Optimization exercise on an open flow, not production practice.
RTL: at most simulated, not proved equivalent.
Function not checked: runs 2 to 6.
Clock network not from TritonCTS: every run shown here.
The clock port is an ideal driver here.
Power: default activity.

### flow/standard.sh
#!/bin/bash
# synth_recipe.tcl (not shown) runs the flow's synth.tcl, then flattens the netlist and writes it again
# the make line also repeats each setting of config.mk as NAME=value (left out here)
make -C /OpenROAD-flow-scripts/flow DESIGN_CONFIG=/design/flow/config.mk WORK_HOME=/design/flow/orfs CLKGATE_MAP_FILE= SYNTH_SCRIPT=/design/flow/synth_recipe.tcl "${@:-finish}"
### flow/flow/cts_hook.tcl
proc cell_out { master } {
  foreach mt [$master getMTerms] {
    if {[$mt getIoType] eq "OUTPUT"} { return [$mt getName] }
  }
}
proc build_clock_tree { rows cols leaf_master root_master } {
  set db [ord::get_db]
  set block [ord::get_db_block]
  set clk [$block findNet clock]
  set sinks {}
  foreach it [$clk getITerms] {
    set bb [[$it getInst] getBBox]
    lappend sinks [list $it [expr {([$bb xMin] + [$bb xMax]) / 2}] [expr {([$bb yMin] + [$bb yMax]) / 2}]]
  }
  set n [llength $sinks]
  set lm [$db findMaster $leaf_master]
  set rm [$db findMaster $root_master]
  set lo [cell_out $lm]
  set ro [cell_out $rm]
  set nroot [expr {($rows > 1 ? 2 : 1) * ($cols > 1 ? 2 : 1)}]
  for {set q 0} {$q < $nroot} {incr q} {
    set rootnet($q) [odb::dbNet_create $block clknet_root_$q]
    $rootnet($q) setSigType CLOCK
    set qx($q) 0; set qy($q) 0; set qn($q) 0
  }
  set sinks [lsort -integer -index 2 $sinks]
  set i 0
  for {set r 0} {$r < $rows} {incr r} {
    set row [lsort -integer -index 1 [lrange $sinks [expr {$r * $n / $rows}] [expr {($r + 1) * $n / $rows - 1}]]]
    set m [llength $row]
    for {set c 0} {$c < $cols} {incr c} {
      set g [lrange $row [expr {$c * $m / $cols}] [expr {($c + 1) * $m / $cols - 1}]]
      set gx 0; set gy 0
      foreach s $g { incr gx [lindex $s 1]; incr gy [lindex $s 2] }
      set gx [expr {$gx / [llength $g]}]
      set gy [expr {$gy / [llength $g]}]
      set q [expr {($rows > 1 && $r >= $rows / 2 ? 2 : 0) + ($cols > 1 && $c >= $cols / 2 ? 1 : 0)}]
      if {$nroot == 2 && $rows == 1} { set q [expr {$c >= $cols / 2}] }
      incr qx($q) $gx; incr qy($q) $gy; incr qn($q)
      set buf [odb::dbInst_create $block $lm clkbuf_leaf_$i]
      set net [odb::dbNet_create $block clknet_leaf_$i]
      $net setSigType CLOCK
      $buf setLocation [expr {$gx - [$lm getWidth] / 2}] [expr {$gy - [$lm getHeight] / 2}]
      $buf setPlacementStatus PLACED
      [$buf findITerm A] connect $rootnet($q)
      [$buf findITerm $lo] connect $net
      foreach s $g {
        set it [lindex $s 0]
        $it disconnect
        $it connect $net
      }
      incr i
    }
  }
  for {set q 0} {$q < $nroot} {incr q} {
    set root [odb::dbInst_create $block $rm clkbuf_root_$q]
    set cx [expr {$qx($q) / $qn($q)}]; set cy [expr {$qy($q) / $qn($q)}]
    $root setLocation [expr {$cx - [$rm getWidth] / 2}] [expr {$cy - [$rm getHeight] / 2}]
    $root setPlacementStatus PLACED
    [$root findITerm A] connect $clk
    [$root findITerm $ro] connect $rootnet($q)
  }
  puts "clock tree: $n sinks, $i leaves, $nroot roots"
}

# Sourced by ORFS cts.tcl as PRE_CTS_TCL: the clock tree is built by
# build_clock_tree above in place of TritonCTS; the rest of cts.tcl (legalizing,
# timing repair) runs unchanged. The tree has no inverter that
# repair_clock_inverters should clone, so that step is skipped.
rename repair_clock_inverters orfs_repair_clock_inverters
proc repair_clock_inverters { args } {}
rename clock_tree_synthesis orfs_clock_tree_synthesis
proc clock_tree_synthesis { args } {
  build_clock_tree 4 6 sky130_fd_sc_hd__clkinv_8 sky130_fd_sc_hd__clkinv_16
  set_propagated_clock [all_clocks]
}
### flow/design.v
`timescale 1ns / 1ps
module FIFO_Project(clk, resetn, soft_reset, read_enb, write_enb, data_in,
                    data_out, valid, full);
input clk, resetn, soft_reset, read_enb, write_enb;
input [7:0] data_in;
output reg [7:0] data_out;
output reg valid;    
output reg full;
reg [7:0] fifo [0:15];
reg [3:0] last;      
wire clr = !resetn || soft_reset;
wire wr  = write_enb && !full;
wire rd  = read_enb && valid;
integer k;
always @(posedge clk)
    if (wr) begin
        fifo[0] <= data_in;
        for (k = 1; k < 16; k = k + 1)
            fifo[k] <= fifo[k - 1];
    end
always @(posedge clk)
    if (clr)
        data_out <= 8'd0;
    else if (rd)
        data_out <= fifo[last];
always @(posedge clk)
    if (clr)
        last <= 4'd0;
    else if (wr && !rd && valid)
        last <= last + 4'd1;
    else if (rd && !wr && last != 4'd0)
        last <= last - 4'd1;
always @(posedge clk) begin
    valid <= !clr && (wr || (valid && !(read_enb && last == 4'd0)));
    full  <= !clr && !(read_enb && valid) && (wr ? (valid && last == 4'd14) : full);
end
endmodule
`timescale 1ns / 1ps
module Synchronizer_Project(clk, resetn, valid, read_enb, soft_reset);
input clk, resetn, valid, read_enb;
output reg soft_reset;
reg [4:0] cnt;
always @(posedge clk)
    if (!resetn || !valid || read_enb) begin
        cnt <= 5'd0;
        soft_reset <= 1'b0;
    end else if (cnt == 5'b11000) begin
        cnt <= 5'd0;
        soft_reset <= 1'b1;
    end else begin
        cnt <= {cnt[3:0], ~(cnt[4] ^ cnt[2])};
        soft_reset <= 1'b0;
    end
endmodule
`timescale 1ns / 1ps
module FSM_Project(clk, resetn, soft_reset, pkt_valid, addr_in, empty_in,
                   fifo_full, parity_done, low_pkt_valid, addr,
                   detect_add, lfd_state, ld_state, lp_state, cpe_state,
                   full_state, laf_state, busy);
input clk, resetn, soft_reset, pkt_valid;
input [1:0] addr_in;
input [2:0] empty_in;
input fifo_full, parity_done, low_pkt_valid;
output reg [1:0] addr;
output detect_add, lfd_state, ld_state, lp_state, cpe_state, full_state, laf_state;
output reg busy;
reg s_da, s_lfd, s_ld, s_lp, s_cpe, s_ffs, s_laf, s_wte;
wire [3:0] empty4 = {1'b0, empty_in};
wire hdr_ok     = pkt_valid && (addr_in != 2'd3);
wire hdr_empty  = empty4[addr_in];
wire addr_empty = empty4[addr];
wire clr = !resetn || soft_reset;
always @(posedge clk) begin
    s_da  <= clr || (s_da && !hdr_ok) || (s_cpe && !fifo_full) || (s_laf && parity_done);
    s_lfd <= !clr && ((s_da && hdr_ok && hdr_empty) || (s_wte && addr_empty));
    s_wte <= !clr && ((s_da && hdr_ok && !hdr_empty) || (s_wte && !addr_empty));
    s_ld  <= !clr && (s_lfd || (s_ld && !fifo_full && pkt_valid) ||
                      (s_laf && !parity_done && !low_pkt_valid));
    s_lp  <= !clr && ((s_ld && !fifo_full && !pkt_valid) ||
                      (s_laf && !parity_done && low_pkt_valid));
    s_cpe <= !clr && s_lp;
    s_ffs <= !clr && ((s_ld || s_cpe || s_ffs) && fifo_full);
    s_laf <= !clr && s_ffs && !fifo_full;
    busy  <= !clr && ((s_da && hdr_ok) || (s_ld && (fifo_full || !pkt_valid)) ||
                      s_lp || s_ffs || s_wte || (s_cpe && fifo_full) ||
                      (s_laf && !parity_done && low_pkt_valid));
end
always @(posedge clk)
    if (s_da)
        addr <= addr_in;
assign detect_add = s_da;
assign lfd_state  = s_lfd;
assign ld_state   = s_ld;
assign lp_state   = s_lp;
assign cpe_state  = s_cpe;
assign full_state = s_ffs;
assign laf_state  = s_laf;
endmodule
`timescale 1ns / 1ps
module Register_Project(input clk, resetn, pkt_valid,
                        input [7:0] data_in,
                        input fifo_full, detect_add, ld_state, laf_state, lfd_state, cpe_state,
                        output reg err, parity_done, low_pkt_valid,
                        output reg [7:0] data_out);
reg [7:0] fifo_full_state_byte, internal_parity, packet_parity_byte;
always @(posedge clk)
    if (!resetn)
        parity_done <= 1'b0;
    else if (ld_state && !fifo_full && !pkt_valid)
        parity_done <= 1'b1;
    else if (laf_state && low_pkt_valid && !parity_done)
        parity_done <= 1'b1;
    else if (detect_add)
        parity_done <= 1'b0;
always @(posedge clk)
    if (!resetn)
        low_pkt_valid <= 1'b0;
    else if (ld_state && !pkt_valid)
        low_pkt_valid <= 1'b1;
    else if (cpe_state)
        low_pkt_valid <= 1'b0;
always @(posedge clk)
    if (ld_state && fifo_full)
        fifo_full_state_byte <= data_in;
always @(posedge clk)
    if (detect_add || (ld_state && !fifo_full))
        data_out <= data_in;
    else if (laf_state)
        data_out <= fifo_full_state_byte;
always @(posedge clk)
    if (lfd_state)
        internal_parity <= data_out;
    else if (ld_state && pkt_valid)
        internal_parity <= internal_parity ^ data_in;
    else if (detect_add)
        internal_parity <= 8'd0;
always @(posedge clk)
    if (ld_state && !pkt_valid)
        packet_parity_byte <= data_in;
always @(posedge clk)
    if (!resetn)
        err <= 1'b0;
    else if (parity_done)
        err <= internal_parity != packet_parity_byte;
endmodule
`timescale 1ns / 1ps
module Router_Top_Level_1x3(clock,resetn,read_enb_0,read_enb_1,read_enb_2,data_in,pkt_valid,data_out_0,data_out_1,data_out_2,valid_out_0,valid_out_1,valid_out_2,error,busy);
input clock,resetn,read_enb_0,read_enb_1,read_enb_2,pkt_valid;
input [7:0] data_in;
output valid_out_0,valid_out_1,valid_out_2,error,busy;
output [7:0] data_out_0,data_out_1,data_out_2;
wire [2:0] soft_reset, valid, full, read_enb;
wire [7:0] reg_out;
wire [1:0] addr;
wire detect_add, lfd_state, ld_state, lp_state, cpe_state, full_state, laf_state;
wire parity_done, low_pkt_valid;
assign read_enb = {read_enb_2, read_enb_1, read_enb_0};
assign valid_out_0 = valid[0];
assign valid_out_1 = valid[1];
assign valid_out_2 = valid[2];
wire [3:0] full4 = {1'b0, full};
wire fifo_full = full4[addr];
wire write_enb_reg = ld_state || lp_state || laf_state;
wire [2:0] write_enb = {3{write_enb_reg}} & {addr == 2'd2, addr == 2'd1, addr == 2'd0};
FIFO_Project fifo_0(.clk(clock), .resetn(resetn), .soft_reset(soft_reset[0]),
                    .read_enb(read_enb_0), .write_enb(write_enb[0]), .data_in(reg_out),
                    .data_out(data_out_0), .valid(valid[0]), .full(full[0]));
FIFO_Project fifo_1(.clk(clock), .resetn(resetn), .soft_reset(soft_reset[1]),
                    .read_enb(read_enb_1), .write_enb(write_enb[1]), .data_in(reg_out),
                    .data_out(data_out_1), .valid(valid[1]), .full(full[1]));
FIFO_Project fifo_2(.clk(clock), .resetn(resetn), .soft_reset(soft_reset[2]),
                    .read_enb(read_enb_2), .write_enb(write_enb[2]), .data_in(reg_out),
                    .data_out(data_out_2), .valid(valid[2]), .full(full[2]));
Synchronizer_Project sync_0(.clk(clock), .resetn(resetn), .valid(valid[0]),
                            .read_enb(read_enb_0), .soft_reset(soft_reset[0]));
Synchronizer_Project sync_1(.clk(clock), .resetn(resetn), .valid(valid[1]),
                            .read_enb(read_enb_1), .soft_reset(soft_reset[1]));
Synchronizer_Project sync_2(.clk(clock), .resetn(resetn), .valid(valid[2]),
                            .read_enb(read_enb_2), .soft_reset(soft_reset[2]));
FSM_Project fsm0(.clk(clock), .resetn(resetn), .soft_reset(|soft_reset),
                 .pkt_valid(pkt_valid), .addr_in(data_in[1:0]), .empty_in(~valid),
                 .fifo_full(fifo_full), .parity_done(parity_done), .low_pkt_valid(low_pkt_valid),
                 .addr(addr), .detect_add(detect_add), .lfd_state(lfd_state), .ld_state(ld_state),
                 .lp_state(lp_state), .cpe_state(cpe_state), .full_state(full_state),
                 .laf_state(laf_state), .busy(busy));
Register_Project register(.clk(clock), .resetn(resetn), .pkt_valid(pkt_valid), .data_in(data_in),
                          .fifo_full(fifo_full), .detect_add(detect_add), .ld_state(ld_state),
                          .laf_state(laf_state), .lfd_state(lfd_state), .cpe_state(cpe_state),
                          .err(error), .parity_done(parity_done), .low_pkt_valid(low_pkt_valid),
                          .data_out(reg_out));
endmodule
### flow/config.mk
export PLATFORM = sky130hd
export DESIGN_NAME = Router_Top_Level_1x3
export DESIGN_NICKNAME = Router_Top_Level_1x3
export VERILOG_FILES = /design/flow/design.v
export SDC_FILE = /design/flow/constraint.sdc
export NUM_CORES = 4
export LEC_CHECK = 0
export CAP_MARGIN = 20
export CORE_MARGIN = 2
export CORE_UTILIZATION = 55
export PLACE_DENSITY = 0.65
export SETUP_SLACK_MARGIN = 3.25
export SLEW_MARGIN = 20
### flow/flow/run.sh
#!/bin/bash
# Standard ORFS layout, except that the clock tree is a hand-built two-level
# inverter tree (flow/cts_hook.tcl) instead of TritonCTS's buffer H-tree.
set -euo pipefail
work=$(pwd)
bash standard.sh PRE_CTS_TCL="$work/flow/cts_hook.tcl" finish > "$work/standard.log" 2>&1
### flow/constraint.sdc
create_clock -name core_clock -period 5.0 [get_ports {clock}]
set_input_delay 1.0000 -clock core_clock [delete_from_list [all_inputs] [get_ports {clock}]]
set_output_delay 1.0000 -clock core_clock [all_outputs]
set_load 0.01 [all_outputs]
==> results of run 1 <==
registers in the layout, indices dropped and copies added (netlist names), 2 cells and up:
| name | flops |
|---|---|
| fifo_0.last | 4 |
| sync_2.cnt | 5 |
| fifo_0.fifo | 128 |
| fifo_1.data_out | 8 |
| fifo_1.fifo | 128 |
| fifo_2.last | 4 |
| fifo_2.data_out | 8 |
| sync_1.cnt | 5 |
| register.fifo_full_state_byte | 8 |
| fsm0.addr | 2 |
| fifo_2.fifo | 128 |
| register.packet_parity_byte | 8 |
| sync_0.cnt | 5 |
| fifo_0.data_out | 8 |
| register.data_out | 8 |
| register.internal_parity | 8 |
| fifo_1.last | 4 |
worst max path at each step:
stage / from / cells past startpoint / end / slack, ns
after floorplan: fsm0.s_ld$_DFF_P_ / 5 / fifo_2.fifo[0][0]$_DFFE_PN_ / 1.59
after global placement: resetn / 5 / fsm0.s_da$_DFF_P_ / 2.07
after detailed placement: resetn / 6 / fifo_2.data_out[5]$_SDFFE_PP0P_ / 2.03
after CTS: fifo_0.last[1]$_SDFFE_PP0P_ / 8 / fifo_0.data_out[7]$_SDFFE_PP0P_ / 3.08
after global routing: fsm0.addr[0]$_DFFE_PP_ / 7 / fifo_2.last[2]$_SDFFE_PP0P_ / 2.97
final: fsm0.addr[0]$_DFFE_PP_ / 6 / fifo_2.fifo[13][1]$_DFFE_PN_ / 3.04
cells in the mapped netlist (4+ instances only):
library cell,instances
a211o_1,6
a211oi_1,10
a21o_1,7
a21oi_1,46
a221oi_1,29
a222oi_1,10
a22o_1,10
a22oi_1,59
a311oi_1,5
a31oi_1,6
a32oi_1,17
and2_1,17
and3_1,14
buf_1,10
buf_2,15
clkbuf_1,47
dfxtp_1,72
edfxtp_1,418
ha_1,15
inv_1,19
mux2_2,17
mux2i_1,28
nand2_1,89
nand2b_1,13
nand3_1,26
nand3b_1,6
nand4_1,4
nor2_1,26
nor2b_1,10
nor3_1,18
nor3b_1,5
nor4_1,9
o211ai_1,6
o21a_1,4
o21ai_0,59
o221ai_1,4
o22ai_1,21
or2_2,4
xnor2_1,12
xor2_1,13
area by class of cell:
| class | count | area, sq um |
|---|---|---|
| multi-input cells | 678 | 5540 |
| repair buffers | 249 | 3180 |
| inverters | 48 | 627 |
| fillers | 2192 | 10200 |
| repair inverters | 7 | 52.6 |
| flip-flops and latches | 490 | 14100 |
| well taps | 455 | 569 |
per-layer routing:
metal  part of all wire (%)  wire (microns)  vias up
met2                     48           22600      534
met1                     42           19900     6161
met5                      0               0        -
met3                    7.8            3660       60
li1                       -               -     5425
met4                    2.0             946        0
critical path, cell delays in order (launching register included):
cell and delay [ns]:
edfxtp_1 0.44, or3b_4 0.40, or2b_4 0.28, clkinvlp_4 0.15, buf_12 0.15, buf_12 0.10, buf_16 0.13
power by group through the flow:
| stage | Combinational [W] | Sequential [W] | Clock (W) |
|---|---|---|---|
| 2_1_floorplan | 0.000171 | 0.00460 | 0 |
| 3_3_place_gp | 0.000232 | 0.00463 | 0 |
| 3_5_place_dp | 0.000235 | 0.00463 | 0 |
| 4_1_cts | 0.000389 | 0.00453 | 0.00168 |
| 5_1_grt | 0.000479 | 0.00454 | 0.00181 |
| 6_report | 0.000451 | 0.00453 | 0.00163 |
what timing repair did:
item                                    CTS  global route
gates cloned                             29            18
buffers inserted                        112            34
endpoints found under the setup margin  536           410
gates resized for setup                 442            78
pin swaps                                92            49
per-stage QoR:
step	power (W)	cells	area, sq um
floorplan	0.00477	1262	19300
global placement	0.00486	1706	20000
detailed placement	0.00486	1706	20000
CTS	0.00660	1875	23100
global route	0.00683	1927	24100
finish	0.00661	1927	24100
cells by family (layout without fill, tap and decap cells):
logic type               Yosys count  after routing
flip-flops                       490            490
AO/OA/AOI/OAI                    334            335
AND/OR/NAND/NOR                  257            257
buffers and inverters             95            304
multiplexers                      46             46
XOR/XNOR                          25             25
adder cells (fa/ha/maj)           15             15
==> impl_results.rst, run 1 <==
.. list-table::
   :header-rows: 1

   * - Metric
     - Value
   * - Net count reported at finish
     - 1,503
   * - Ports
     - 43
   * - Share of synthesized cell area in and, or, nand and nor gates
     - 6.92%
   * - Element type at the critical path end
     - flop
   * - Share of synthesized area occupied by flip-flops and latches
     - 73.6%
   * - Vias per cell
     - 6.32
   * - Count of distinct cell types in the synthesized netlist
     - 70
   * - Number of enable flip-flop cells after synthesis
     - 418
   * - Count of antenna-violating nets left after detailed routing
     - 0
   * - Global-route wire length before repair
     - 69.6 mm
   * - Crit path kind
     - flop to flop
   * - Via count
     - 12,200
   * - Mean post-synth cell area
     - 15.1 sq um
   * - Syn Inst Count
     - 1,262
   * - Worst reg2reg path startpoint
     - fsm0.addr[0]$_DFFE_PP_
   * - Xor/xnor share of the synthesized area
     - 1.15%
   * - Via count of the first global-routing pass
     - 11,800
   * - Count of input and output buffers
     - 42
   * - Flop2flop setup slack
     - 3.04 ns
   * - Fraction of power spent switching nets
     - 24.9%
   * - Final Cycle Share
     - 39.3%
   * - Clock latency on the worst-skew pair
     - 0.21 ns
   * - Layout cell share with drive strength beyond 1
     - 33.6%
   * - Post-place setup slack
     - 2.03 ns
   * - FF-to-FF End
     - fifo_2.fifo[13][1]$_DFFE_PN_
   * - Met1 routing resource usage after global routing
     - 37.5%
   * - Power density relative to cell area
     - 275 mW/mm^2
   * - Adder-cell area share of the yosys netlist
     - 0.987%
   * - Sum of overflow across all layers after global routing
     - 0
   * - Dominant combinational cell family by area after synthesis
     - compound AO/OA/AOI/OAI gates
   * - Post-synthesis to final-layout area growth
     - 26.6%
   * - Final-report hold violation count
     - 0
   * - TNS Setup
     - 0 ns
   * - Biggest area consumer among synthesized cells
     - edfxtp_1
   * - Average wire per cell in the routed design
     - 24.4 microns
   * - Synth Flop Type
     - edfxtp_1
   * - Gate power share
     - 6.8%
   * - GRT met2 Usage
     - 39.2%
   * - Core Box Area
     - 0.0343 sq mm
   * - Post-synthesis instance area
     - 0.0190 sq mm
   * - Pin count of the biggest net entering global routing
     - 61
   * - Start point of the worst min-delay path
     - sync_1.cnt[3]$_SDFF_PP0_
   * - Required time at the worst-slack endpoint
     - 4.92 ns
   * - Layout Skew
     - 0.0177 ns
   * - Setup repair after global routing missed its margin
     - true
   * - Post-Route WL
     - 47.1 mm
   * - Share of the synthesized area in compound gates (AO/OA/AOI/OAI)
     - 12.7%
   * - Max Cap Viol
     - 0
   * - Effective utilization at floorplan
     - 55.4%
   * - Multiplexer share of the synthesized area
     - 2.60%
   * - Top Usage Layer GRT
     - met2
   * - Critical path fanouts, max
     - 8
   * - Flop pwr share
     - 68.5%
   * - Number of flip-flops and latches in the synthesized netlist
     - 490
   * - Net Sw Power
     - 0.00165 W
   * - Global Route Usage Sum
     - 24.9%
   * - Final core utilization
     - 70.2%
   * - Proportion of netlist area held by the largest area contributor
     - 66.0%
   * - Critical path startpoint category
     - flop
   * - Worst slew slack as a fraction of its limit
     - 61.8%
   * - Tightest hold margin
     - 0.429 ns
   * - Antenna violations before repair
     - 1
   * - Part of the total power dissipated in the clock network
     - 24.7%
   * - Most frequent standard cell in the layout excluding fill and tap cells
     - edfxtp_1
   * - Reg clk slew, reported paths
     - 0.09 ns
   * - Horizontal extent of the die
     - 190 microns
   * - Final Setup Violations
     - 0
   * - DRC violations left
     - 0
   * - Int Power
     - 0.00497 W
   * - Minimum clock period after layout
     - 1.96 ns
   * - Die height
     - 190 microns
   * - Outcome
     - complete, no violations
   * - Leakage power
     - 8.05 nW
   * - Number of nets in the synthesized netlist
     - 1,291
   * - Post-DP HPWL
     - 23.7 mm
   * - Fraction of synthesis flops using an asynchronous set or reset pin
     - 0%
   * - Depth of the worst register-to-register path
     - 6
   * - Synth warn
     - 5
   * - Row count
     - 68
   * - Transition time at the pin with the least slew margin
     - 0.572 ns
   * - Min-Delay Path Class
     - flop to flop
   * - Largest voltage drop on the vdd net
     - 0.233 mV
   * - Cts-stage hold buffer count
     - 0
   * - Placer Congestion
     - 0.801
   * - Worst hold path depth
     - 2
   * - Commonest cells after routing, fill and taps aside
     - edfxtp_1, buf_4, nand2_1
   * - CP arrival
     - 1.88 ns
   * - Fmax
     - 0.509 GHz
   * - Max-slew violation count
     - 0
   * - Full die area
     - 0.0361 sq mm
   * - Worst setup margin
     - 3.04 ns
   * - Detailed router's first-iteration violation count
     - 1,243
   * - Met3 Usage GRT
     - 3.63%
   * - Hold endpoint
     - sync_1.cnt[4]$_SDFF_PP0_
   * - Number of antenna diodes
     - 0
   * - Ranking of synthesized cells by area
     - edfxtp_1, dfxtp_1, a22oi_1, nand2_1, o21ai_0
   * - Length of the first detailed-routing pass in iterations
     - 8
==> run 2, diff against run 1 <==
--- a/flow/design.v
+++ b/flow/design.v
@@ -24,11 +24,8 @@
     else if (rd)
         data_out <= fifo[last];
+wire [3:0] last_rd   = wr ? last : (last == 4'd0 ? 4'd0 : last - 4'd1);
+wire [3:0] last_nord = (wr && valid) ? last + 4'd1 : last;
 always @(posedge clk)
-    if (clr)
-        last <= 4'd0;
-    else if (wr && !rd && valid)
-        last <= last + 4'd1;
-    else if (rd && !wr && last != 4'd0)
-        last <= last - 4'd1;
+    last <= clr ? 4'd0 : (read_enb && valid) ? last_rd : last_nord;
 always @(posedge clk) begin
     valid <= !clr && (wr || (valid && !(read_enb && last == 4'd0)));
@@ -57,5 +54,5 @@
                    fifo_full, parity_done, low_pkt_valid, addr,
                    detect_add, lfd_state, ld_state, lp_state, cpe_state,
-                   full_state, laf_state, busy);
+                   full_state, laf_state, busy, write_enb);
 input clk, resetn, soft_reset, pkt_valid;
 input [1:0] addr_in;
@@ -65,4 +62,5 @@
 output detect_add, lfd_state, ld_state, lp_state, cpe_state, full_state, laf_state;
 output reg busy;
+output reg [2:0] write_enb;    
 reg s_da, s_lfd, s_ld, s_lp, s_cpe, s_ffs, s_laf, s_wte;
 wire [3:0] empty4 = {1'b0, empty_in};
@@ -71,22 +69,33 @@
 wire addr_empty = empty4[addr];
 wire clr = !resetn || soft_reset;
+wire n_da  = clr || (s_da && !hdr_ok) || (s_cpe && !fifo_full) || (s_laf && parity_done);
+wire n_lfd = !clr && ((s_da && hdr_ok && hdr_empty) || (s_wte && addr_empty));
+wire n_wte = !clr && ((s_da && hdr_ok && !hdr_empty) || (s_wte && !addr_empty));
+wire n_ld  = !clr && (s_lfd || (s_ld && !fifo_full && pkt_valid) ||
+                      (s_laf && !parity_done && !low_pkt_valid));
+wire n_lp  = !clr && ((s_ld && !fifo_full && !pkt_valid) ||
+                      (s_laf && !parity_done && low_pkt_valid));
+wire n_cpe = !clr && s_lp;
+wire n_ffs = !clr && ((s_ld || s_cpe || s_ffs) && fifo_full);
+wire n_laf = !clr && s_ffs && !fifo_full;
+wire n_busy = !clr && ((s_da && hdr_ok) || (s_ld && (fifo_full || !pkt_valid)) ||
+                       s_lp || s_ffs || s_wte || (s_cpe && fifo_full) ||
+                       (s_laf && !parity_done && low_pkt_valid));
+wire [1:0] n_addr = s_da ? addr_in : addr;
+wire n_we = n_ld || n_lp || n_laf;
 always @(posedge clk) begin
-    s_da  <= clr || (s_da && !hdr_ok) || (s_cpe && !fifo_full) || (s_laf && parity_done);
-    s_lfd <= !clr && ((s_da && hdr_ok && hdr_empty) || (s_wte && addr_empty));
-    s_wte <= !clr && ((s_da && hdr_ok && !hdr_empty) || (s_wte && !addr_empty));
-    s_ld  <= !clr && (s_lfd || (s_ld && !fifo_full && pkt_valid) ||
-                      (s_laf && !parity_done && !low_pkt_valid));
-    s_lp  <= !clr && ((s_ld && !fifo_full && !pkt_valid) ||
-                      (s_laf && !parity_done && low_pkt_valid));
-    s_cpe <= !clr && s_lp;
-    s_ffs <= !clr && ((s_ld || s_cpe || s_ffs) && fifo_full);
-    s_laf <= !clr && s_ffs && !fifo_full;
-    busy  <= !clr && ((s_da && hdr_ok) || (s_ld && (fifo_full || !pkt_valid)) ||
-                      s_lp || s_ffs || s_wte || (s_cpe && fifo_full) ||
-                      (s_laf && !parity_done && low_pkt_valid));
+    s_da  <= n_da;
+    s_lfd <= n_lfd;
+    s_wte <= n_wte;
+    s_ld  <= n_ld;
+    s_lp  <= n_lp;
+    s_cpe <= n_cpe;
+    s_ffs <= n_ffs;
+    s_laf <= n_laf;
+    busy  <= n_busy;
+    write_enb <= {3{n_we}} & {n_addr == 2'd2, n_addr == 2'd1, n_addr == 2'd0};
 end
 always @(posedge clk)
-    if (s_da)
-        addr <= addr_in;
+    addr <= n_addr;
 assign detect_add = s_da;
 assign lfd_state  = s_lfd;
@@ -161,6 +170,5 @@
 wire [3:0] full4 = {1'b0, full};
 wire fifo_full = full4[addr];
-wire write_enb_reg = ld_state || lp_state || laf_state;
-wire [2:0] write_enb = {3{write_enb_reg}} & {addr == 2'd2, addr == 2'd1, addr == 2'd0};
+wire [2:0] write_enb;
 FIFO_Project fifo_0(.clk(clock), .resetn(resetn), .soft_reset(soft_reset[0]),
                     .read_enb(read_enb_0), .write_enb(write_enb[0]), .data_in(reg_out),
@@ -183,5 +191,5 @@
                  .addr(addr), .detect_add(detect_add), .lfd_state(lfd_state), .ld_state(ld_state),
                  .lp_state(lp_state), .cpe_state(cpe_state), .full_state(full_state),
-                 .laf_state(laf_state), .busy(busy));
+                 .laf_state(laf_state), .busy(busy), .write_enb(write_enb));
 Register_Project register(.clk(clock), .resetn(resetn), .pkt_valid(pkt_valid), .data_in(data_in),
                           .fifo_full(fifo_full), .detect_add(detect_add), .ld_state(ld_state),
--- a/flow/config.mk
+++ b/flow/config.mk
@@ -10,4 +10,4 @@
 export CORE_UTILIZATION = 55
 export PLACE_DENSITY = 0.65
-export SETUP_SLACK_MARGIN = 3.25
+export SETUP_SLACK_MARGIN = 3.15
 export SLEW_MARGIN = 20
==> run 2 against run 1 <==
Compared with the run above: clock power is essentially flat; register-to-register slack lost 0.05 ns; synthesized cell count up 3.7%; die area is 1.6% higher; largest power group unchanged; still clean on timing, DRC and antenna; wire length down 4.1%; final area decreased by 5.0%; global-route usage is 0.98 points lower; final cell count shrank 2.0%; sequential power grew 0.9%.
==> impl_results.rst, run 2 <==
.. list-table::
   :header-rows: 1

   * - Metric
     - Value
   * - Number of flip-flops and latches in the synthesized netlist
     - 493
   * - Final Cycle Share
     - 40.2%
   * - Count of distinct cell types in the synthesized netlist
     - 75
   * - Commonest cells after routing, fill and taps aside
     - edfxtp_1, buf_4, nand2_1
   * - Average wire per cell in the routed design
     - 23.9 microns
   * - Endpoint of the worst setup timing path
     - fifo_1.data_out[1]$_SDFFE_PN0P_
   * - Required time at the worst-slack endpoint
     - 5.08 ns
   * - Proportion of netlist area held by the largest area contributor
     - 64.7%
   * - TNS Setup
     - 0 ns
   * - Reg clk slew, reported paths
     - 0.08 ns
   * - Count of antenna-violating nets left after detailed routing
     - 0
   * - Horizontal extent of the die
     - 191 microns
   * - Net Sw Power
     - 0.00157 W
   * - Core Box Area
     - 0.0345 sq mm
   * - Setup repair after global routing missed its margin
     - true
   * - CP arrival
     - 2.09 ns
   * - DRC violations left
     - 0
   * - Layout cell share with drive strength beyond 1
     - 26.3%
   * - Sum of overflow across all layers after global routing
     - 0
   * - Outcome
     - complete, no violations
   * - Number of nets in the synthesized netlist
     - 1,338
   * - Largest voltage drop on the vdd net
     - 0.203 mV
   * - Flop2flop setup slack
     - 2.99 ns
   * - Final-report hold violation count
     - 0
   * - Flop pwr share
     - 71.0%
   * - Post-synthesis instance area
     - 0.0193 sq mm
   * - Length of the first detailed-routing pass in iterations
     - 7
   * - FF-to-FF End
     - fifo_1.data_out[1]$_SDFFE_PN0P_
   * - Max Cap Viol
     - 0
   * - Full die area
     - 0.0366 sq mm
   * - Biggest regs
     - fifo_0.fifo x128, fifo_1.fifo x128, fifo_2.fifo x128
   * - Vias per cell
     - 6.39
   * - Layout Skew
     - 0.0179 ns
   * - Critical path fanouts, max
     - 6
   * - Detailed router's first-iteration violation count
     - 1,325
   * - Ports
     - 43
   * - Die height
     - 191 microns
   * - Transition time at the pin with the least slew margin
     - 1.10 ns
   * - Fraction of synthesis flops using an asynchronous set or reset pin
     - 0%
   * - Worst setup margin
     - 2.99 ns
   * - Global-route wire length before repair
     - 67.6 mm
   * - Worst slew slack as a fraction of its limit
     - 26.0%
   * - Power density relative to cell area
     - 281 mW/mm^2
   * - Max-slew violation count
     - 0
   * - Post-DP HPWL
     - 25.0 mm
   * - Tightest hold margin
     - 0.428 ns
   * - Synth warn
     - 5
   * - Number of antenna diodes
     - 0
   * - Biggest area consumer among synthesized cells
     - edfxtp_1
   * - Most instantiated library cell after synthesis
     - edfxtp_1
   * - Depth of the worst register-to-register path
     - 9
   * - Fmax
     - 0.498 GHz
   * - Worst reg2reg path startpoint
     - fifo_1.last[0]$_SDFFE_PN0P_
   * - Min-Delay Path Class
     - flop to flop
   * - Part of the total power dissipated in the clock network
     - 25.3%
   * - Post-place setup slack
     - 1.88 ns
   * - Most frequent standard cell in the layout excluding fill and tap cells
     - edfxtp_1
   * - Pin count of the biggest net entering global routing
     - 131
   * - Final Setup Violations
     - 0
   * - Number of enable flip-flop cells after synthesis
     - 416
   * - Via count
     - 12,100
   * - Effective utilization at floorplan
     - 55.9%
   * - Top cells by count, synth
     - edfxtp_1, dfxtp_1, nand2_1, a22oi_1
   * - Mean post-synth cell area
     - 14.8 sq um
   * - Startpoint of the worst setup timing path
     - fifo_1.last[0]$_SDFFE_PN0P_
   * - Leakage power
     - 7.38 nW
   * - Clock latency on the worst-skew pair
     - 0.21 ns
   * - Ranking of synthesized cells by area
     - edfxtp_1, dfxtp_1, a22oi_1, nand2_1, mux2i_1
   * - Critical path startpoint category
     - flop
   * - Synth Flop Type
     - edfxtp_1
   * - Gate power share
     - 3.7%
   * - Element type at the critical path end
     - flop
   * - Share of synthesized area occupied by flip-flops and latches
     - 72.6%
   * - Count of input and output buffers
     - 42
   * - Post-Route WL
     - 45.2 mm
   * - Row count
     - 68
   * - Post-synthesis to final-layout area growth
     - 18.4%
   * - Fraction of power spent switching nets
     - 24.4%
   * - Syn Inst Count
     - 1,309
   * - Antenna violations before repair
     - 1
   * - Int Power
     - 0.00486 W
   * - Minimum clock period after layout
     - 2.01 ns
   * - Via count of the first global-routing pass
     - 11,400
   * - Net count reported at finish
     - 1,465
   * - Crit path kind
     - flop to flop
   * - Placer Congestion
     - 0.800
   * - Global Route Usage Sum
     - 23.9%
==> run 2: cells by family after synthesis <==
logic type,synth area share [%]
multiplexers,2.56
adder cells (fa/ha/maj),0.972
flip-flops,72.6
AO/OA/AOI/OAI,13.4
AND/OR/NAND/NOR,7.03
XOR/XNOR,1.18
buffers and inverters,2.22
==> run 2: cell type report <==
class | instances | area, sq um
timing repair inverter | 1 | 5.00
sequential | 493 | 14100
fill | 2438 | 11700
tap | 455 | 569
inverter | 46 | 601
multi-input combinational | 721 | 5760
timing repair buffer | 173 | 1830
==> run 2: worst min-delay path by stage <==
stage / start / endpoint / slack [ns] / depth (start not counted)
floorplan: sync_0.cnt[3]$_SDFF_PP0_ / sync_0.cnt[4]$_SDFF_PP0_ / 0.41 / 2
global placement: sync_0.cnt[3]$_SDFF_PP0_ / sync_0.cnt[4]$_SDFF_PP0_ / 0.41 / 2
detailed placement: sync_0.cnt[3]$_SDFF_PP0_ / sync_0.cnt[4]$_SDFF_PP0_ / 0.42 / 2
CTS: sync_0.cnt[3]$_SDFF_PP0_ / sync_0.cnt[4]$_SDFF_PP0_ / 0.43 / 2
global route: fifo_0.fifo[1][7]$_DFFE_PP_ / fifo_0.fifo[2][7]$_DFFE_PP_ / 0.45 / 0
finish: sync_0.cnt[3]$_SDFF_PP0_ / sync_0.cnt[4]$_SDFF_PP0_ / 0.43 / 2
==> run 2: critical path, cell delays in order (launching register included) <==
cell     delay (ns)
dfxtp_4        0.38
buf_6          0.12
ha_4           0.18
buf_12         0.15
buf_8          0.14
nor3_4         0.30
nand2_2        0.15
buf_6          0.16
o21ai_0        0.19
o21ai_1        0.11
==> run 2: metrics by stage <==
step                      instances  total power, W  cell area [sq um]  utilization, %
after floorplan                1309         0.00476              19500               -
after global placement         1750         0.00484              20300            58.7
after detailed placement       1750         0.00485              20300            58.7
after CTS                      1860         0.00645              22200            64.3
after global routing           1889         0.00666              22900            66.2
final                          1889         0.00643              22900            66.2
==> run 2: power by group through the flow <==
| stage | Sequential (W) | Clock, W | Combinational [W] |
|---|---|---|---|
| floorplan | 0.00463 | 0 | 0.000133 |
| global placement | 0.00466 | 0 | 0.000181 |
| detailed placement | 0.00466 | 0 | 0.000184 |
| CTS | 0.00456 | 0.00167 | 0.000217 |
| global route | 0.00457 | 0.00183 | 0.000256 |
| finish | 0.00457 | 0.00163 | 0.000238 |
==> run 2: repair_timing <==
action	CTS	global route
gates cloned	12	3
pin swaps	49	49
hold buffers	0	0
hold endpoints to repair	0	0
buffers inserted	70	26
gates resized for setup	270	135
endpoints found under the setup margin	332	85
==> run 2: metal layers <==
| layer | vias up | routed length, microns | GRT usage [%] |
|---|---|---|---|
| li1 | 5402 | - | - |
| met1 | 6067 | 19700 | 37.4 |
| met2 | 539 | 20600 | 36.6 |
| met3 | 70 | 3680 | 2.53 |
| met4 | 0 | 1100 | 4.97 |
| met5 | - | 0 | 0 |
==> run 3, diff against run 2 <==
--- a/flow/config.mk
+++ b/flow/config.mk
@@ -10,4 +10,4 @@
 export CORE_UTILIZATION = 55
 export PLACE_DENSITY = 0.65
-export SETUP_SLACK_MARGIN = 3.15
+export SETUP_SLACK_MARGIN = 3.25
 export SLEW_MARGIN = 20
==> run 3 against run 2 <==
Compared with the run above: still clean; sequential cell count is the same; die area did not move; critical path depth shrank 1; via count grew 0.44%; sequential power hardly changed; clock skew shrank 0.0024 ns; first-iteration DRC count rose by 8.3%; sequential share of layout area shrank 0.25 points; critical path type unchanged; highest routed layer unchanged.
==> impl_results.rst, run 3 <==
.. list-table::
   :header-rows: 1

   * - Metric
     - Value
   * - Total power of the final layout
     - 0.00646 W
   * - Commonest cells after routing, fill and taps aside
     - edfxtp_1, buf_4, nand2_1
   * - Global Route Usage Sum
     - 24.3%
   * - Share of synthesized area occupied by flip-flops and latches
     - 72.6%
   * - Final Cycle Share
     - 39.1%
   * - Worst reg2reg path startpoint
     - fifo_1.last[0]$_SDFFE_PN0P_
   * - Biggest regs
     - fifo_0.fifo x128, fifo_1.fifo x128, fifo_2.fifo x128
   * - Placer Congestion
     - 0.838
   * - Cts-stage hold buffer count
     - 0
   * - Count of antenna-violating nets left after detailed routing
     - 0
   * - Most instantiated library cell after synthesis
     - edfxtp_1
   * - Leakage power
     - 7.47 nW
   * - Critical path startpoint category
     - flop
   * - Ranking of synthesized cells by area
     - edfxtp_1, dfxtp_1, a22oi_1, nand2_1, mux2i_1
   * - Most frequent standard cell in the layout excluding fill and tap cells
     - edfxtp_1
   * - Average wire per cell in the routed design
     - 24.1 microns
   * - Gate family responsible for the most delay along the worst path
     - compound AO/OA/AOI/OAI gates
   * - CP arrival
     - 2.05 ns
   * - Element type at the critical path end
     - flop
   * - Transition time at the pin with the least slew margin
     - 0.781 ns
   * - Net count reported at finish
     - 1,471
   * - Core Box Area
     - 0.0345 sq mm
   * - Startpoint of the worst setup timing path
     - fifo_1.last[0]$_SDFFE_PN0P_
   * - Vias per cell
     - 6.39
   * - Via count of the first global-routing pass
     - 11,800
   * - Post-synthesis instance area
     - 0.0193 sq mm
   * - Number of buffer and inverter instances along the worst setup path
     - 2
   * - Final-report hold violation count
     - 0
   * - Count of input and output buffers
     - 42
   * - Proportion of netlist area held by the largest area contributor
     - 64.7%
   * - Pin count of the biggest net entering global routing
     - 112
   * - Horizontal extent of the die
     - 191 microns
   * - Row count
     - 68
   * - Syn Inst Count
     - 1,309
   * - Largest voltage drop on the vdd net
     - 0.218 mV
   * - Required time at the worst-slack endpoint
     - 5.10 ns
   * - Full die area
     - 0.0366 sq mm
   * - Crit path largest cell delay
     - 0.38 ns
   * - Effective utilization at floorplan
     - 55.9%
   * - Setup repair after global routing missed its margin
     - true
   * - Layout Skew
     - 0.0155 ns
   * - Minimum clock period after layout
     - 1.95 ns
   * - TNS Setup
     - 0 ns
   * - Final Setup Violations
     - 0
   * - Count of distinct cell types in the synthesized netlist
     - 75
   * - Post-Route WL
     - 45.8 mm
   * - Die height
     - 191 microns
   * - Layout cell share with drive strength beyond 1
     - 28.3%
   * - Critical path fanouts, max
     - 11
   * - Detailed router's first-iteration violation count
     - 1,435
   * - Tightest hold margin
     - 0.424 ns
   * - DRC violations left
     - 0
   * - Outcome
     - complete, no violations
   * - Antenna violations before repair
     - 0
   * - Number of enable flip-flop cells after synthesis
     - 416
   * - Reg clk slew, reported paths
     - 0.08 ns
   * - Length of the first detailed-routing pass in iterations
     - 7
   * - Ports
     - 43
   * - Synth Flop Type
     - edfxtp_1
   * - Start point of the worst min-delay path
     - sync_0.cnt[3]$_SDFF_PP0_
   * - Synth warn
     - 5
   * - Number of nets in the synthesized netlist
     - 1,338
   * - Mean post-synth cell area
     - 14.8 sq um
   * - Min-Delay Path Class
     - flop to flop
   * - Max-slew violation count
     - 0
   * - Post-synthesis to final-layout area growth
     - 19.1%
   * - Biggest area consumer among synthesized cells
     - edfxtp_1
   * - Fmax
     - 0.512 GHz
   * - Number of flip-flops and latches in the synthesized netlist
     - 493
   * - Via count
     - 12,100
   * - Top cells by count, synth
     - edfxtp_1, dfxtp_1, nand2_1, a22oi_1
   * - Fraction of synthesis flops using an asynchronous set or reset pin
     - 0%
   * - Power density relative to cell area
     - 281 mW/mm^2
   * - Sum of overflow across all layers after global routing
     - 0
   * - Slowest cell on the critical path
     - dfxtp_4
   * - Final core utilization
     - 66.6%
   * - Post-place setup slack
     - 1.79 ns
   * - Clock latency on the worst-skew pair
     - 0.21 ns
   * - Worst slew slack as a fraction of its limit
     - 47.9%
   * - Crit path kind
     - flop to flop
   * - CP Cell Sequence
     - buf_4, ha_4, buf_12, nor2b_4, a221oi_2, a21oi_2, a2111oi_4, o21ai_1
   * - Worst setup margin
     - 3.05 ns
   * - Max Cap Viol
     - 0
   * - Global-route wire length before repair
     - 69.3 mm
   * - Flop2flop setup slack
     - 3.05 ns
   * - Post-DP HPWL
     - 24.8 mm
run 3: changes by cell type in the layout (fill, tap and decap cells not counted), moves of 6 or more:
cell | previous run | this run
dfxtp_4 | 11 | 18
dfxtp_1 | 41 | 32
o21ai_0 | 37 | 43
buf_2 | 1 | 31
buf_12 | 16 | 25
clkbuf_2 | 16 | 0
o21ai_1 | 15 | 9
clkdlybuf4s15_1 | 12 | 0
run 3: metrics by stage:
step / area, sq um / instances
2_1_floorplan: 19700 / 1309
5_1_grt: 23000 / 1895
6_report: 23000 / 1897
3_3_place_gp: 20300 / 1747
3_5_place_dp: 20300 / 1747
4_1_cts: 22400 / 1864
run 3: worst paths after layout:
check | end | cells after the start
max | fifo_1.data_out[1]$_SDFFE_PN0P_ | 8
min | sync_0.cnt[4]$_SDFF_PP0_ | 2
max reg2reg | fifo_1.data_out[1]$_SDFFE_PN0P_ | 8
min reg2reg | sync_0.cnt[4]$_SDFF_PP0_ | 2
run 3: layout make-up:
type	count	area [sq um]
tap	455	569
multi-input combinational	721	5750
sequential	493	14100
fill	2456	11500
inverter	46	604
timing repair inverter	1	5.00
antenna	2	5.00
timing repair buffer	179	1940
run 3: per-layer routing:
layer	track usage, %	up-vias	wire length [microns]
li1	-	5433	-
met1	36.8	6170	20400
met2	38.7	472	21500
met3	2.40	56	2920
met4	5.03	0	895
met5	0	-	0
run 3: logic make-up after synthesis:
group,Yosys count,synth area share (%)
AO/OA/AOI/OAI,358,13.4
flip-flops,493,72.6
multiplexers,44,2.56
adder cells (fa/ha/maj),15,0.972
buffers and inverters,99,2.22
AND/OR/NAND/NOR,274,7.03
XOR/XNOR,26,1.18
run 3: report_power, final:
group	total, W	switching (W)	internal (W)
clock	0.00165	0.00138	0.000266
combinational	0.000249	0.000139	0.000110
sequential	0.00456	0.0000714	0.00449
total	0.00646	0.00159	0.00487
run 3: timing repair:
action | 4_1_cts | 5_1_grt
pin swaps | 57 | 61
endpoints found under the setup margin | 336 | 354
cloned | 10 | 7
setup buffers | 79 | 24
gates resized for setup | 375 | 82
run 3: tightest hold or removal path, stage by stage, from the launching register on:
cell and delay, ns:
dfxtp_1 0.31, nand2_1 0.05, nor2_1 0.03
==> run 4, diff against run 3 <==
--- a/flow/design.v
+++ b/flow/design.v
@@ -19,9 +19,13 @@
             fifo[k] <= fifo[k - 1];
     end
+wire [7:0] rdata;
+FIFO_Read_Mux read_mux(.d({fifo[15], fifo[14], fifo[13], fifo[12], fifo[11], fifo[10], fifo[9], fifo[8],
+                          fifo[7], fifo[6], fifo[5], fifo[4], fifo[3], fifo[2], fifo[1], fifo[0]}),
+                       .sel(last), .q(rdata));
 always @(posedge clk)
     if (clr)
         data_out <= 8'd0;
     else if (rd)
-        data_out <= fifo[last];
+        data_out <= rdata;
 wire [3:0] last_rd   = wr ? last : (last == 4'd0 ? 4'd0 : last - 4'd1);
 wire [3:0] last_nord = (wr && valid) ? last + 4'd1 : last;
@@ -32,4 +36,7 @@
     full  <= !clr && !(read_enb && valid) && (wr ? (valid && last == 4'd14) : full);
 end
+endmodule
+module FIFO_Read_Mux(input [127:0] d, input [3:0] sel, output [7:0] q);
+assign q = d[8*sel +: 8];
 endmodule
 `timescale 1ns / 1ps
--- a/flow/config.mk
+++ b/flow/config.mk
@@ -10,4 +10,6 @@
 export CORE_UTILIZATION = 55
 export PLACE_DENSITY = 0.65
-export SETUP_SLACK_MARGIN = 3.25
+export SETUP_SLACK_MARGIN = 3.2
 export SLEW_MARGIN = 20
+export SYNTH_HIERARCHICAL = 1
+export SYNTH_MINIMUM_KEEP_SIZE = 0
==> run 4 against run 3 <==
Compared with the run above: core utilization fell by 5.5 points; total power decreased by 1.4%; clock power is 2% lower; setup slack better by 0.14 ns; global-route usage shrank 5.5 points; combinational power is 18% lower; die area grew 1.1%; critical path type is now primary input to flop; largest cell class unchanged.
==> impl_results.rst, run 4 <==
.. list-table::
   :header-rows: 1

   * - Metric
     - Value
   * - Outcome
     - complete, no violations
   * - Clock latency on the worst-skew pair
     - 0.21 ns
   * - Commonest cells after routing, fill and taps aside
     - edfxtp_1, nand2_1, mux4_2
   * - Min-Delay Path Class
     - flop to flop
   * - Syn Inst Count
     - 1,076
   * - Average wire per cell in the routed design
     - 22.0 microns
   * - CP Cell Sequence
     - buf_8, nand2_8, or4_4, a211oi_2, o2bb2ai_1
   * - Core Box Area
     - 0.0353 sq mm
   * - Via count
     - 9,647
   * - Post-Route WL
     - 35.5 mm
   * - Mean post-synth cell area
     - 18.2 sq um
   * - Ranking of synthesized cells by area
     - edfxtp_1, dfxtp_1, mux4_2, mux4_1, a22oi_1
   * - Critical path fanouts, max
     - 13
   * - TNS Setup
     - 0 ns
   * - Worst slew slack as a fraction of its limit
     - 55.8%
   * - Pin count of the biggest net entering global routing
     - 96
   * - Share of synthesized area occupied by flip-flops and latches
     - 71.8%
   * - Crit path kind
     - primary input to flop
   * - Most frequent standard cell in the layout excluding fill and tap cells
     - edfxtp_1
   * - Element type at the critical path end
     - flop
   * - Vias per cell
     - 5.99
   * - Number of buffer and inverter instances along the worst setup path
     - 1
   * - Required time at the worst-slack endpoint
     - 5.10 ns
   * - Fmax
     - 0.551 GHz
   * - Biggest area consumer among synthesized cells
     - edfxtp_1
   * - Proportion of netlist area held by the largest area contributor
     - 63.9%
   * - Synth warn
     - 11
   * - Layout cell share with drive strength beyond 1
     - 25.3%
   * - Final-report hold violation count
     - 0
   * - Layout Skew
     - 0.0128 ns
   * - Net count reported at finish
     - 1,177
   * - Power density relative to cell area
     - 295 mW/mm^2
   * - Row count
     - 69
   * - Placer Congestion
     - 0.768
   * - Effective utilization at floorplan
     - 55.3%
   * - Count of input and output buffers
     - 42
   * - Die height
     - 192 microns
   * - Synth Flop Type
     - edfxtp_1
   * - Count of antenna-violating nets left after detailed routing
     - 0
   * - Final Cycle Share
     - 36.3%
   * - Largest voltage drop on the vdd net
     - 0.212 mV
   * - Sum of overflow across all layers after global routing
     - 0
   * - Gate family responsible for the most delay along the worst path
     - simple AND/OR/NAND/NOR gates
   * - Post-synthesis instance area
     - 0.0195 sq mm
   * - Global-route wire length before repair
     - 54.6 mm
   * - Number of enable flip-flop cells after synthesis
     - 416
   * - Full die area
     - 0.0371 sq mm
   * - Transition time at the pin with the least slew margin
     - 0.661 ns
   * - Length of the first detailed-routing pass in iterations
     - 5
   * - DRC violations left
     - 0
   * - Ports
     - 43
   * - Post-DP HPWL
     - 20.6 mm
   * - Cts-stage hold buffer count
     - 0
   * - Reg clk slew, reported paths
     - 0.08 ns
   * - Count of distinct cell types in the synthesized netlist
     - 58
   * - Critical path startpoint category
     - primary input
   * - Max Cap Viol
     - 0
   * - CP arrival
     - 1.91 ns
   * - Slowest cell on the critical path
     - or4_4
   * - Horizontal extent of the die
     - 192 microns
   * - Leakage power
     - 6.82 nW
   * - Fraction of synthesis flops using an asynchronous set or reset pin
     - 0%
   * - Total power of the final layout
     - 0.00637 W
   * - Via count of the first global-routing pass
     - 9,438
   * - Setup repair after global routing missed its margin
     - true
   * - Global Route Usage Sum
     - 18.8%
   * - Detailed router's first-iteration violation count
     - 726
   * - Max-slew violation count
     - 0
   * - Minimum clock period after layout
     - 1.82 ns
   * - Biggest regs
     - fifo_0.fifo x128, fifo_1.fifo x128, fifo_2.fifo x128
   * - Antenna violations before repair
     - 1
   * - Crit path largest cell delay
     - 0.44 ns
   * - Number of flip-flops and latches in the synthesized netlist
     - 493
   * - Most instantiated library cell after synthesis
     - edfxtp_1
   * - Number of nets in the synthesized netlist
     - 1,102
   * - Post-synthesis to final-layout area growth
     - 10.3%
   * - Final Setup Violations
     - 0
   * - Top cells by count, synth
     - edfxtp_1, nand2_1, dfxtp_1, mux4_2, a22oi_1
[run 4: Yosys stat by module, one instance, submodules excluded]
module                cells  flip-flops and latches
FIFO_Project            220                     142
Router_Top_Level_1x3      7                       0
Synchronizer_Project     15                       6
FSM_Project              59                      14
FIFO_Read_Mux            70                       0
Register_Project         95                      35
[run 4: layout make-up]
class | count | area [sq um]
Antenna cell | 1 | 2.50
Tap cell | 461 | 577
Sequential cell | 493 | 14100
Inverter | 50 | 593
Fill cell | 2534 | 13800
Timing Repair Buffer | 94 | 1020
Multi-Input combinational cell | 512 | 5260
[run 4: report_power, final]
part / leakage [nW] / switching [W] / internal, W / total (W)
Clock: 0.211 / 0.00134 / 0.000266 / 0.00161
Combinational: 2.19 / 0.000111 / 0.0000926 / 0.000204
Sequential: 4.42 / 0.0000634 / 0.00449 / 0.00455
Total: 6.82 / 0.00152 / 0.00485 / 0.00637
[run 4: through the flow]
| step | hold slack (ns) | utilization, % | instances | instance area [sq um] | setup WS, ns |
|---|---|---|---|---|---|
| 6_report | 0.440 | 61.0 | 1611 | 21600 | 3.18 |
| 4_1_cts | 0.446 | 60.1 | 1592 | 21200 | 3.12 |
| 2_1_floorplan | 0.417 | - | 1076 | 19600 | 3.08 |
| 3_3_place_gp | 0.421 | 57.4 | 1541 | 20300 | 2.04 |
| 5_1_grt | 0.449 | 61.0 | 1610 | 21600 | 3.14 |
| 3_5_place_dp | 0.426 | 57.4 | 1541 | 20300 | 2.05 |
[run 4: worst paths after layout]
check / cells past startpoint / start / slack [ns] / endpoint
max: 5 / read_enb_0 / 3.18 / fifo_0.last[3]$_SDFFE_PP0P_
min: 0 / fifo_1.fifo[9][4]$_DFFE_PN_ / 0.44 / fifo_1.fifo[10][4]$_DFFE_PN_
max reg2reg: 6 / fifo_1.last[0]$_SDFFE_PP0P_ / 3.21 / fifo_1.data_out[4]$_SDFFE_PP0P_
min reg2reg: 0 / fifo_1.fifo[9][4]$_DFFE_PN_ / 0.44 / fifo_1.fifo[10][4]$_DFFE_PN_
[run 4: per-layer routing]
layer | GRT usage (%) | up-vias | routed length (microns)
met3 | 2.42 | 49 | 1810
met5 | 0 | - | 0
met1 | 29.7 | 4957 | 16500
met2 | 28.5 | 223 | 16400
met4 | 3.76 | 0 | 756
li1 | - | 4418 | -
[run 4: timing repair]
action,4_1_cts,5_1_grt
hold endpoints to repair,0,0
pin swaps,3,6
gates resized for setup,200,79
buffers inserted,21,11
gates cloned,2,7
setup endpoints to repair,240,70
[run 4: cell families (layout without fill, tap and decap cells)]
group,after synthesis,in the layout,synth area share (%)
flops,493,493,71.8
simple gates,218,218,5.99
compound gates,145,145,5.09
mux,112,112,12.8
buf+inv,71,144,2.43
xor+xnor,25,25,1.12
fa+ha+maj,12,12,0.768
other cells,0,1,0
[run 4: worst register-to-register path: cells and delay by family (launching register included)]
| kind | cells | cell delay (ns) |
|---|---|---|
| multiplexers | 1 | 0.54 |
| flip-flops | 1 | 0.47 |
| AO/OA/AOI/OAI | 2 | 0.31 |
| buffers and inverters | 1 | 0.20 |
| AND/OR/NAND/NOR | 2 | 0.16 |
==> run 5, diff against run 4 <==
--- a/flow/config.mk
+++ b/flow/config.mk
@@ -12,4 +12,2 @@
 export SETUP_SLACK_MARGIN = 3.2
 export SLEW_MARGIN = 20
-export SYNTH_HIERARCHICAL = 1
-export SYNTH_MINIMUM_KEEP_SIZE = 0
==> run 5 against run 4 <==
Compared with the run above: first-iteration DRC count grew 53%; critical path type unchanged; setup slack lost 0.099 ns; final area grew 1.6%; core utilization grew 2.4 points.
==> impl_results.rst, run 5 <==
.. list-table::
   :header-rows: 1

   * - Metric
     - Value
   * - Row count
     - 68
   * - Leakage power
     - 7.02 nW
   * - Biggest area consumer among synthesized cells
     - edfxtp_1
   * - Net count reported at finish
     - 1,299
   * - Share of synthesized area occupied by flip-flops and latches
     - 72.8%
   * - Via count of the first global-routing pass
     - 10,200
   * - TNS Setup
     - 0 ns
   * - Count of input and output buffers
     - 42
   * - Final-report hold violation count
     - 0
   * - Via count
     - 10,300
   * - Number of flip-flops and latches in the synthesized netlist
     - 493
   * - Antenna violations before repair
     - 0
   * - Worst slew slack as a fraction of its limit
     - 61.2%
   * - Vias per cell
     - 5.99
   * - Crit path largest cell delay
     - 0.22 ns
   * - Part of the total power dissipated in the clock network
     - 25.2%
   * - Synth Flop Type
     - edfxtp_1
   * - Int Power
     - 0.00486 W
   * - Fraction of synthesis flops using an asynchronous set or reset pin
     - 0%
   * - Most instantiated library cell after synthesis
     - edfxtp_1
   * - Power density relative to cell area
     - 292 mW/mm^2
   * - Fmax
     - 0.522 GHz
   * - CP arrival
     - 2.00 ns
   * - Number of antenna diodes
     - 0
   * - Critical path startpoint category
     - primary input
   * - Mean post-synth cell area
     - 16.4 sq um
   * - Critical path's most frequent cell
     - buf_12
   * - Placer Congestion
     - 0.773
   * - Post-synthesis to final-layout area growth
     - 13.6%
   * - Pin count of the biggest net entering global routing
     - 75
   * - Transition time at the pin with the least slew margin
     - 0.581 ns
   * - Post-DP HPWL
     - 22.3 mm
   * - Sum of overflow across all layers after global routing
     - 0
   * - Count of distinct cell types in the synthesized netlist
     - 58
   * - Average wire per cell in the routed design
     - 22.2 microns
   * - Final Setup Violations
     - 0
   * - Ranking of synthesized cells by area
     - edfxtp_1, dfxtp_1, mux2i_1, mux4_2, o21ai_0
   * - Fraction of power spent switching nets
     - 24.0%
   * - Full die area
     - 0.0366 sq mm
   * - Number of buffer and inverter instances along the worst setup path
     - 2
   * - Detailed router's first-iteration violation count
     - 1,108
   * - Core Box Area
     - 0.0345 sq mm
   * - Gate family responsible for the most delay along the worst path
     - compound AO/OA/AOI/OAI gates
   * - Biggest regs
     - fifo_0.fifo x128, fifo_1.fifo x128, fifo_2.fifo x128
   * - Post-Route WL
     - 38.4 mm
   * - Count of antenna-violating nets left after detailed routing
     - 0
   * - Outcome
     - complete, no violations
   * - Layout cell share with drive strength beyond 1
     - 26.0%
   * - Reg clk slew, reported paths
     - 0.08 ns
   * - Commonest cells after routing, fill and taps aside
     - edfxtp_1, mux2i_1, o21ai_0
   * - Placed Instances
     - 1,622
   * - Top cells by count, synth
     - edfxtp_1, mux2i_1, dfxtp_1, o21ai_0, nand2_1
   * - Slowest cell on the critical path
     - a221oi_2
   * - Layout Skew
     - 0.0115 ns
   * - Number of enable flip-flop cells after synthesis
     - 416
   * - Effective utilization at floorplan
     - 55.8%
   * - Most frequent standard cell in the layout excluding fill and tap cells
     - edfxtp_1
   * - Gate power share
     - 3.6%
   * - Minimum clock period after layout
     - 1.92 ns
   * - Clock latency on the worst-skew pair
     - 0.20 ns
   * - Die height
     - 191 microns
   * - Horizontal extent of the die
     - 191 microns
   * - Crit path kind
     - primary input to flop
   * - Length of the first detailed-routing pass in iterations
     - 5
   * - Element type at the critical path end
     - flop
   * - Final Cycle Share
     - 38.3%
   * - Syn Inst Count
     - 1,173
   * - Required time at the worst-slack endpoint
     - 5.09 ns
   * - DRC violations left
     - 0
   * - Ports
     - 43
   * - Max-slew violation count
     - 0
   * - Synth warn
     - 5
   * - Non-filler cells in the finished layout
     - 1,726
   * - Global Route Usage Sum
     - 20.9%
   * - Flop pwr share
     - 71.2%
   * - Proportion of netlist area held by the largest area contributor
     - 64.8%
   * - Critical path fanouts, max
     - 6
   * - Net Sw Power
     - 0.00154 W
   * - CP Cell Sequence
     - buf_12, nor2b_4, buf_12, a31oi_1, o21ai_1, a221oi_2, nor3_1
   * - Largest voltage drop on the vdd net
     - 0.277 mV
   * - Min-Delay Path Class
     - flop to flop
   * - Global-route wire length before repair
     - 59.7 mm
   * - Post-synthesis instance area
     - 0.0193 sq mm
   * - Setup repair after global routing missed its margin
     - true
   * - Max Cap Viol
     - 0
   * - Number of nets in the synthesized netlist
     - 1,199
[run 5: power by group through the flow]
| stage | logic [W] | clock network, W | registers, W |
|---|---|---|---|
| 2_1_floorplan | 0.000147 | 0 | 0.00462 |
| 3_3_place_gp | 0.000187 | 0 | 0.00466 |
| 3_5_place_dp | 0.000191 | 0 | 0.00466 |
| 4_1_cts | 0.000219 | 0.00169 | 0.00456 |
| 5_1_grt | 0.000252 | 0.00183 | 0.00457 |
| 6_report | 0.000232 | 0.00161 | 0.00456 |
[run 5: cell families (layout without fill, tap and decap cells)]
group | Yosys count | after routing | synth area share (%)
flops | 493 | 493 | 72.8
simple gates | 213 | 213 | 5.62
compound gates | 201 | 201 | 6.83
mux | 157 | 157 | 11.2
buf+inv | 75 | 173 | 1.77
xor+xnor | 22 | 22 | 0.999
fa+ha+maj | 12 | 12 | 0.779
[run 5: what timing repair did]
| item | 4_1_cts | 5_1_grt |
|---|---|---|
| pin swaps | 14 | 21 |
| cloned | 6 | 2 |
| hold buffers | 0 | 0 |
| hold endpoints to repair | 0 | 0 |
| setup buffers | 34 | 34 |
| resized for setup | 242 | 77 |
| endpoints found under the setup margin | 240 | 276 |
[run 5: area by class of cell]
| type | count | area [sq um] |
|---|---|---|
| Timing Repair Buffer | 127 | 1280 |
| Multi-Input combinational cell | 605 | 5350 |
| Fill cell | 2548 | 12600 |
| Inverter | 43 | 587 |
| Timing Repair inverter | 3 | 17.5 |
| Tap cell | 455 | 569 |
| Sequential cell | 493 | 14100 |
[run 5: per-stage QoR]
stage,hold WS [ns],utilization [%],total power [W],area (sq um),setup slack (ns)
global route,0.450,63.4,0.00665,21900,3.06
global placement,0.411,58.6,0.00485,20200,1.76
finish,0.419,63.4,0.00640,21900,3.08
floorplan,0.405,-,0.00477,19500,2.12
detailed placement,0.421,58.6,0.00485,20300,1.67
CTS,0.426,62.3,0.00647,21500,3.07
[run 5: worst register-to-register path, stage by stage, from the launching register on]
cell	delay (ns)
dfxtp_4	0.36
buf_12	0.13
buf_4	0.13
nor2b_4	0.15
buf_4	0.19
nand2_1	0.08
o21ai_0	0.12
a221oi_2	0.43
nor3_1	0.10
[run 5: per-layer routing]
| metal | routed length (microns) | track usage, % | up-vias |
|---|---|---|---|
| li1 | - | - | 4797 |
| met1 | 18100 | 33.1 | 5215 |
| met2 | 17500 | 31.8 | 284 |
| met3 | 2080 | 2.40 | 48 |
| met4 | 713 | 3.52 | 0 |
| met5 | 0 | 0 | - |
[run 5: path summary, 6_finish.rpt]
check	start	to	slack [ns]	depth (start not counted)
max	resetn	fifo_0.data_out[5]$_SDFFE_PN0P_	3.08	7
min	sync_1.cnt[3]$_SDFF_PP0_	sync_1.cnt[4]$_SDFF_PP0_	0.42	2
max reg2reg	fifo_0.last[1]$_SDFFE_PN0P_	fifo_0.data_out[3]$_SDFFE_PN0P_	3.18	8
min reg2reg	sync_1.cnt[3]$_SDFF_PP0_	sync_1.cnt[4]$_SDFF_PP0_	0.42	2
==> run 6, diff against run 5 <==
--- a/flow/config.mk
+++ b/flow/config.mk
@@ -10,4 +10,6 @@
 export CORE_UTILIZATION = 55
 export PLACE_DENSITY = 0.65
-export SETUP_SLACK_MARGIN = 3.2
+export SETUP_SLACK_MARGIN = 3.3
 export SLEW_MARGIN = 20
+export SYNTH_HIERARCHICAL = 1
+export SYNTH_MINIMUM_KEEP_SIZE = 0
==> run 6 against run 5 <==
Compared with the run above: still clean; sequential cell count stayed put; synthesized cell count is 8.3% lower; sequential power hardly changed; largest cell class unchanged; highest routed layer is now met5.
==> impl_results.rst, run 6 <==
.. list-table::
   :header-rows: 1

   * - Metric
     - Value
   * - Layout Skew
     - 0.0134 ns
   * - Worst reg2reg path startpoint
     - fifo_2.last[0]$_SDFFE_PP0P_
   * - Fraction of synthesis flops using an asynchronous set or reset pin
     - 0%
   * - Max-slew violation count
     - 0
   * - Global-route wire length before repair
     - 56.2 mm
   * - Final core utilization
     - 63.7%
   * - Via count of the first global-routing pass
     - 9,605
   * - Layout cell share with drive strength beyond 1
     - 34.7%
   * - Net count reported at finish
     - 1,217
   * - Full die area
     - 0.0371 sq mm
   * - Element type at the critical path end
     - flop
   * - Largest voltage drop on the vdd net
     - 0.221 mV
   * - Average wire per cell in the routed design
     - 22.6 microns
   * - Mean post-synth cell area
     - 18.2 sq um
   * - Endpoint of the worst setup timing path
     - fifo_1.last[3]$_SDFFE_PP0P_
   * - Top cells by count, synth
     - edfxtp_1, nand2_1, dfxtp_1, mux4_2, a22oi_1
   * - Top Usage Layer GRT
     - met1
   * - Number of flip-flops and latches in the synthesized netlist
     - 493
   * - Transition time at the pin with the least slew margin
     - 0.905 ns
   * - Min-Delay Path Class
     - flop to flop
   * - Total power of the final layout
     - 0.00640 W
   * - Max Cap Viol
     - 0
   * - Final Setup Violations
     - 0
   * - Placer Congestion
     - 0.840
   * - Final-report hold violation count
     - 0
   * - Via count
     - 9,938
   * - Count of antenna-violating nets left after detailed routing
     - 0
   * - Number of antenna diodes
     - 0
   * - Number of enable flip-flop cells after synthesis
     - 416
   * - Flop2flop setup slack
     - 3.24 ns
   * - Power density relative to cell area
     - 285 mW/mm^2
   * - Length of the first detailed-routing pass in iterations
     - 5
   * - Most instantiated library cell after synthesis
     - edfxtp_1
   * - Setup repair after global routing missed its margin
     - true
   * - Syn Inst Count
     - 1,076
   * - Count of distinct cell types in the synthesized netlist
     - 58
   * - Core Box Area
     - 0.0353 sq mm
   * - Clock latency on the worst-skew pair
     - 0.21 ns
   * - Number of nets in the synthesized netlist
     - 1,102
   * - Post-synthesis instance area
     - 0.0195 sq mm
   * - Vias per cell
     - 6.02
   * - CP arrival
     - 1.89 ns
   * - Die height
     - 192 microns
   * - Slowest cell on the critical path
     - or4_4
   * - Worst slew slack as a fraction of its limit
     - 39.4%
   * - Reg clk slew, reported paths
     - 0.08 ns
   * - Outcome
     - complete, no violations
   * - Proportion of netlist area held by the largest area contributor
     - 63.9%
   * - Effective utilization at floorplan
     - 55.3%
-- run 6: cell types whose count changed in the layout (fill, tap and decap cells not counted), moves of 26 or more --
cell     delta
nand2_1    +34
a22oi_2    +37
o21ai_0    -44
mux2i_1    -97
buf_6      +26
mux4_2     +35
-- run 6: through the flow --
stage               instances  cell area (sq um)  setup WS [ns]  hold WS (ns)
global placement         1542              20300           2.15         0.420
global route             1650              22500           3.16         0.450
finish                   1650              22500           3.20         0.439
detailed placement       1542              20300           2.12         0.424
CTS                      1627              21800           3.17         0.444
floorplan                1076              19600           3.08         0.417
-- run 6: logic make-up (layout without fill, tap and decap cells) --
| group | after synthesis | in the layout | synth area share [%] |
|---|---|---|---|
| buf+inv | 71 | 182 | 2.43 |
| flops | 493 | 493 | 71.8 |
| simple gates | 218 | 220 | 5.99 |
| xor+xnor | 25 | 25 | 1.12 |
| compound gates | 145 | 145 | 5.09 |
| mux | 112 | 112 | 12.8 |
| fa+ha+maj | 12 | 12 | 0.768 |
-- run 6: final cells by class --
cell class              count  area (sq um)  share of cell area (%)
multi-input cells         514          5580                    24.8
well taps                 461           577                    2.56
repair buffers            132          1610                    7.15
inverters                  50           596                    2.65
flip-flops and latches    493         14100                    62.8
-- run 6: timing repair --
action	CTS	global route
gates cloned	8	3
resized for setup	327	127
buffers inserted	49	20
pin swaps	21	50
endpoints found under the setup margin	354	90
hold buffers	0	0
-- run 6: layer usage --
| layer | vias up | share of wire [%] |
|---|---|---|
| li1 | 4486 | - |
| met1 | 5173 | 47 |
| met2 | 251 | 47 |
| met3 | 26 | 5.5 |
| met4 | 2 | 1.0 |
| met5 | - | 0.030 |
-- run 6: how the worst min path moves through the flow --
stage,start,endpoint,slack (ns),depth (start not counted)
2_1_floorplan,fifo_0.fifo[9][2]$_DFFE_PN_,fifo_0.fifo[10][2]$_DFFE_PN_,0.42,0
3_3_place_gp,fifo_2.fifo[10][5]$_DFFE_PN_,fifo_2.fifo[11][5]$_DFFE_PN_,0.42,0
3_5_place_dp,fifo_0.fifo[5][3]$_DFFE_PN_,fifo_0.fifo[6][3]$_DFFE_PN_,0.42,0
4_1_cts,fifo_1.fifo[14][5]$_DFFE_PN_,fifo_1.fifo[15][5]$_DFFE_PN_,0.44,0
5_1_grt,fifo_1.fifo[14][5]$_DFFE_PN_,fifo_1.fifo[15][5]$_DFFE_PN_,0.45,0
6_report,fifo_1.fifo[14][5]$_DFFE_PN_,fifo_1.fifo[15][5]$_DFFE_PN_,0.44,0
-- run 6: where the power goes --
part / switching [W] / internal [W]
Combinational: 0.000124 / 0.000112
Sequential: 0.0000625 / 0.00449
Clock: 0.00135 / 0.000267
-- run 6: Yosys stat by module (local to each module, per instance) --
module | cells inside | flip-flops and latches | copies in the design | cell area (sq um)
FIFO_Project | 220 | 142 | 3 | 4600
FIFO_Read_Mux | 70 | 0 | 3 | 1030
FSM_Project | 59 | 14 | 1 | 579
Register_Project | 95 | 35 | 1 | 1450
Router_Top_Level_1x3 | 7 | 0 | 1 | 37.5
Synchronizer_Project | 15 | 6 | 3 | 195
